This is an optimization exercise on Yosys and OpenROAD, whose aim is small area and a short achievable clock period, not a production implementation. Where RTL was checked, it was by simulation tests only, not by an equivalence proof against the original.

## fpu_mul
module fpu_mul( input         CLK,
                input         RESET,
                input         EN,
                input  [31:0] A,
                input  [31:0] B,
                output [31:0] Z );
Size in the first run: ~2200 cells after synthesis, about 20000 sq um of cells after synthesis.
Settings: LEC_CHECK=0, ABC_AREA=1, CAP_MARGIN=20, CORE_MARGIN=2, CORE_UTILIZATION=55, PLACE_DENSITY=0.88, SETUP_SLACK_MARGIN=5, SLEW_MARGIN=20, SYNTH_HIERARCHICAL=1, TNS_END_PERCENT=10; clock period 10.0 ns.
standard.sh (not shown) runs the stock make flow with config.mk's settings and CLKGATE_MAP_FILE= SYNTH_SCRIPT=/design/flow/synth_recipe.tcl, a recipe that flattens the netlist after the stock synthesis.
==> flow/flow/run.sh <==
#!/bin/bash
# Layout flow: the standard flow (standard.sh, the ORFS make targets) with
#  - the port buffers that ORFS inserts on every input and output made with
#    sky130_fd_sc_hd__buf_1 (BUFFER_PORTS_ARGS) instead of the default choice.
# Synthesis, floorplan, placement, CTS and routing are otherwise unchanged.
# Each ORFS step writes its full log under orfs/logs/; make's own output goes
# to standard.log here.
set -euo pipefail
MARGIN=$(cat flow/margin.txt 2>/dev/null || echo 6)
BUF=$(cat flow/portbuf.txt 2>/dev/null || echo sky130_fd_sc_hd__buf_1)
sed -E "s/SETUP_SLACK_MARGIN=[0-9.+-]+/SETUP_SLACK_MARGIN=${MARGIN} 'BUFFER_PORTS_ARGS=-buffer_cell ${BUF}'/" standard.sh > standard_margin.sh
grep -q "SETUP_SLACK_MARGIN=${MARGIN} " standard_margin.sh
bash standard_margin.sh > standard.log 2>&1
==> flow/flow/margin.txt <==
6.3
The baseline went through all stages and came out clean.
==> next run, changes <==
==> flow/flow/margin.txt (replaced) <==
6.2
Settings changed: CORE_UTILIZATION 55 to 40, PLACE_DENSITY 0.88 to default.
Result: Worst setup slack gains 85 ps. Die area rises by 37%.
==> next run, changes <==
==> flow/flow/margin.txt (replaced) <==
6.3
Settings changed: CORE_UTILIZATION 40 to 55, PLACE_DENSITY from default to 0.75.
After rerunning:
- The changed run completed without violations
- wire length went down by 3.0%
- die area decreases by 27%
- hold slack gains 6.8 ps
- synthesized cell count does not change
- setup slack improved by 10 ps
- final area went down by 0.60%
==> next run, changes <==
Settings changed: PLACE_DENSITY 0.75 to default.
Final area hardly moves.
Global-route usage went down by 0.76 points.
Register-to-register slack gains 50 ps.
Die area is unchanged.
Clock-buffer cell count went up by 2.
Non-clock buffer count went up by 7.

========
Another version of the RTL of fpu_mul (not shown whole).
Size in the first run: ~160 flip-flops, ~99 I/O pins, about 25000 sq um of cells after synthesis.
==> flow/config.mk <==
export PLATFORM = sky130hd
export DESIGN_NAME = fpu_mul
export DESIGN_NICKNAME = fpu_mul
export VERILOG_FILES = /design/flow/design.v
export SDC_FILE = /design/flow/constraint.sdc
export NUM_CORES = 4
export LEC_CHECK = 0
export CAP_MARGIN = 20
export CORE_MARGIN = 2
export CORE_UTILIZATION = 40
export SLEW_MARGIN = 20
==> flow/constraint.sdc <==
create_clock -name core_clock -period 10.0 [get_ports {CLK}]
set_input_delay 2.0000 -clock core_clock [delete_from_list [all_inputs] [get_ports {CLK}]]
set_output_delay 2.0000 -clock core_clock [all_outputs]
set_load 0.01 [all_outputs]
run.sh (not shown) runs the stock make flow with config.mk's settings and CLKGATE_MAP_FILE= SYNTH_SCRIPT=/design/flow/synth_recipe.tcl, a recipe that flattens the netlist after the stock synthesis.
Stock flow here: none of the scripts above is used.
The first run passed the timing, design-rule and antenna checks.
Change:
Settings changed: ABC_CLOCK_PERIOD_IN_PS set to 4000, SETUP_SLACK_MARGIN set to 5, SYNTH_HIERARCHICAL set to 1.
After rerunning: Fmax is higher by 23%; via count is higher by 1.3%.
Change:
Settings changed: ABC_AREA set to 1, ABC_CLOCK_PERIOD_IN_PS 4000 to unset.
Effect:
- clock skew came out higher by 0.0049 ns
- final cell count came out lower by 22%
- design area came out lower by 20%
- via count came out lower by 33%
- count of clock-buffer cells in the layout came out higher by 3
- first-iteration DRC count came out lower by 46%
- non-clock buffer count came out lower by 102
No functional check of the RTL was part of any run of this note.

========
Another version of the RTL of fpu_mul (not shown whole).
Size: roughly 2300 cells after synthesis, about 190 flip-flops, ~99 I/O pins, roughly 0.021 mm² of cells after synthesis.
clock: 10.0 ns
lec_check: 0
abc_area: 1
cap_margin: 20
core_margin: 2
core_utilization: 40
setup_slack_margin: 5
slew_margin: 20
synth_hierarchical: 1
standard.sh (not shown) runs the stock make flow with config.mk's settings and CLKGATE_MAP_FILE= SYNTH_SCRIPT=/design/flow/synth_recipe.tcl, a recipe that flattens the netlist after the stock synthesis.
==> flow/flow/run.sh <==
#!/bin/bash
set -euo pipefail
MARGIN=$(cat flow/margin.txt 2>/dev/null || echo 6)
sed -E "s/SETUP_SLACK_MARGIN=[0-9.+-]+/SETUP_SLACK_MARGIN=${MARGIN}/" standard.sh > standard_margin.sh
grep -q "SETUP_SLACK_MARGIN=${MARGIN} " standard_margin.sh
bash standard_margin.sh > standard.log 2>&1
==> flow/flow/margin.txt <==
6.5
==> next run, changes <==
==> flow/run.sh (new file) <==
#!/bin/bash
# synth_recipe.tcl (not shown) runs the flow's synth.tcl, then flattens the netlist and writes it again
# the make line also repeats each setting of config.mk as NAME=value (left out here)
make -C /OpenROAD-flow-scripts/flow DESIGN_CONFIG=/design/flow/config.mk WORK_HOME=/design/flow/orfs CLKGATE_MAP_FILE= SYNTH_SCRIPT=/design/flow/synth_recipe.tcl finish
removed: flow/flow/run.sh
removed: flow/flow/margin.txt
removed: flow/standard.sh
Hold slack barely changes.
Setup slack is worse by 0.68 ns.
Sequential cell count is unchanged.
Register-to-register slack loses 0.68 ns.
Die area is unchanged.
Clock-buffer cell count is higher by 5.
Final area is lower by 13%.
Maximum frequency fell by 15%.
Global-route usage drops by 3.6 points.
Function was not checked in any run of this note: the RTL went through the layout flow alone.

========
## v42
fpu_mul, a different RTL version from the one above (not shown whole).
Size in the first run: about 2,100 cells after synthesis, ~20,000 sq um of cells after synthesis.
clock: 10.0 ns
lec_check: 0
abc_area: 1
cap_margin: 20
core_margin: 2
core_utilization: 40
setup_slack_margin: 5
slew_margin: 20
synth_hierarchical: 1
==> flow/flow/run.sh <==
#!/bin/bash
set -euo pipefail
MARGIN=$(cat flow/margin.txt 2>/dev/null || echo 6)
sed -E "s/SETUP_SLACK_MARGIN=[0-9.+-]+/SETUP_SLACK_MARGIN=${MARGIN}/" standard.sh > standard_margin.sh
grep -q "SETUP_SLACK_MARGIN=${MARGIN} " standard_margin.sh
bash standard_margin.sh > standard.log 2>&1
==> flow/flow/margin.txt <==
6.5
Relative to v42, the following input files were edited for v47:
==> flow/flow/run.sh <==
#!/bin/bash
# Layout flow: the standard flow (standard.sh, the ORFS make targets) with
#  - the port buffers that ORFS inserts on every input and output made with
#    sky130_fd_sc_hd__buf_1 (BUFFER_PORTS_ARGS) instead of the default choice.
# Synthesis, floorplan, placement, CTS and routing are otherwise unchanged.
# Each ORFS step writes its full log under orfs/logs/; make's own output goes
# to standard.log here.
set -euo pipefail
MARGIN=$(cat flow/margin.txt 2>/dev/null || echo 6)
BUF=$(cat flow/portbuf.txt 2>/dev/null || echo sky130_fd_sc_hd__buf_1)
sed -E "s/SETUP_SLACK_MARGIN=[0-9.+-]+/SETUP_SLACK_MARGIN=${MARGIN} 'BUFFER_PORTS_ARGS=-buffer_cell ${BUF}'/" standard.sh > standard_margin.sh
grep -q "SETUP_SLACK_MARGIN=${MARGIN} " standard_margin.sh
bash standard_margin.sh > standard.log 2>&1
==> flow/flow/margin.txt <==
6.0
--- a/flow/config.mk
+++ b/flow/config.mk
@@ -14 +14,2 @@
 export SYNTH_HIERARCHICAL = 1
+export TNS_END_PERCENT = 10
--- outcome ---
Reported for v42 and v47, die area turned out identical to the last digit.
The higher sequential share of cell area of v42 and v47 is in v47.
When the final numbers for v42 and v47 were put side by side, the number of antenna diodes turned out to be smaller in v47.
Cell area | v47 vs v42 | v47 smaller
Note that the detailed-route wire length per cell recorded for v42 amounts to 1.06 times the value seen in v47.
Fraction of the cycle the final worst path needs for v47 is higher than for v42.
Delta (v47 minus v42): fraction of final layout cells sized beyond drive strength 1 -12 points, total via count in the routed design now smaller.
Modified inputs, v44 compared to v47
--- a/flow/config.mk
+++ b/flow/config.mk
@@ -10,3 +10,3 @@
 export CORE_MARGIN = 2
-export CORE_UTILIZATION = 40
+export CORE_UTILIZATION = 60
 export SETUP_SLACK_MARGIN = 5
@@ -14,2 +14 @@
 export SYNTH_HIERARCHICAL = 1
-export TNS_END_PERCENT = 10
- In v44, the count of vias placed by the detailed router came out 251 above the value in v47.
- The run showing the greater global-route wire length before repair is v47.
- v44 vs. v47: number of placement rows went down by 15.
- Summary: with v47 as the reference, maximum frequency in v44 moved down slightly.
- v44 — worst hold slack 0.011 ns lower, v47 as reference
- The core utilization reported for v44 is greater than that of v47 by 22 points.
- met4 as the highest layer used for signal routing was reported by v47, and met5 by v44.
What v11 does differently from v44 at the input level:
==> flow/flow/run.sh <==
#!/bin/bash
set -euo pipefail
MARGIN=$(cat flow/margin.txt 2>/dev/null || echo 6)
sed -E "s/SETUP_SLACK_MARGIN=[0-9.+-]+/SETUP_SLACK_MARGIN=${MARGIN}/" standard.sh > standard_margin.sh
grep -q "SETUP_SLACK_MARGIN=${MARGIN} " standard_margin.sh
bash standard_margin.sh > standard.log 2>&1
==> flow/flow/margin.txt <==
5.5
--- a/flow/config.mk
+++ b/flow/config.mk
@@ -10,3 +10,3 @@
 export CORE_MARGIN = 2
-export CORE_UTILIZATION = 60
+export CORE_UTILIZATION = 40
 export SETUP_SLACK_MARGIN = 5
[summary]
Delay contributed by the slowest stage of the critical path delta for v11 relative to v44: 0.26 ns higher. On v11: wire length the detailed router placed on met1 is about 3% higher than what v44 gave. v11 — met3 global-route usage 6.0 points lower, v44 as reference. Effective utilization at floorplan: v11 < v44. From v44 to v11 the numbers moved as follows: synthesized cell count shows no meaningful change, layout-stage area growth over the synthesis result shows a reduction of 1.0 points, HPWL reported at the end of detailed placement shows an increase of about 2%. Per the comparison of v11 with v44, remaining global-route overflow about even, global-route usage decreased by 13 points relative to the old numbers.

## what the ideal ports hide
Ports are ideal in the flow. The routed layouts listed here were re-timed in OpenROAD.
Step 1: set_driving_cell puts a clkbuf_16 on CLK and a buf_2 on each other input, an assumption about the parent block.
Step 2 times the ports against the registers' clock, not the clock port: input delays grow and output delays shrink by t, the midpoint of the rising clock arrivals with the driver on.
Three values: ideal ports, drivers, drivers and shift; two values: the first two.
run | shift t [ns] | setup slack, ns | latest minus earliest clock arrival (ns) | slew at the worst register clock pin (ns) | worst data-port slew with drivers (ns)
the first run of note 1 | 0.520 | 6.104 / 6.104 / 5.804 | 0.025 / 0.025 | 0.10 / 0.10 | 0.05
the second run of note 1 | 0.552 | 6.189 / 6.189 / 6.026 | 0.013 / 0.013 | 0.08 / 0.08 | 0.07
the third run of note 1 | 0.522 | 6.200 / 6.200 / 6.082 | 0.019 / 0.020 | 0.09 / 0.09 | 0.06
the fourth run of note 1 | 0.512 | 6.251 / 6.251 / 6.251 | 0.017 / 0.017 | 0.09 / 0.09 | 0.04
the first run of note 2 | 0.540 | 2.555 / 2.555 / 2.555 | 0.016 / 0.017 | 0.08 / 0.08 | 0.04
the second run of note 2 | 0.516 | 3.925 / 3.925 / 3.925 | 0.019 / 0.019 | 0.09 / 0.09 | 0.05
the third run of note 2 | 0.517 | 4.636 / 4.636 / 4.636 | 0.026 / 0.026 | 0.08 / 0.08 | 0.06
the first run of note 3 | 0.526 | 6.113 / 6.113 / 6.045 | 0.018 / 0.018 | 0.08 / 0.08 | 0.06
the second run of note 3 | 0.522 | 5.437 / 5.437 / 5.437 | 0.011 / 0.011 | 0.07 / 0.07 | 0.05
v42 | 0.556 | 6.149 / 6.149 / 6.134 | 0.035 / 0.035 | 0.09 / 0.09 | 0.05
v47 | 0.540 | 6.005 / 6.005 / 6.005 | 0.024 / 0.025 | 0.09 / 0.09 | 0.05
v44 | 0.520 | 5.977 / 5.977 / 5.977 | 0.033 / 0.033 | 0.10 / 0.10 | 0.04
v11 | 0.555 | 5.643 / 5.643 / 5.643 | 0.022 / 0.022 | 0.09 / 0.09 | 0.05
After both steps setup and hold are still met in every run listed. For the first run of note 1, which loses most, drivers alone change the setup slack by 0.000 ns; drivers and shift together by -0.300 ns.
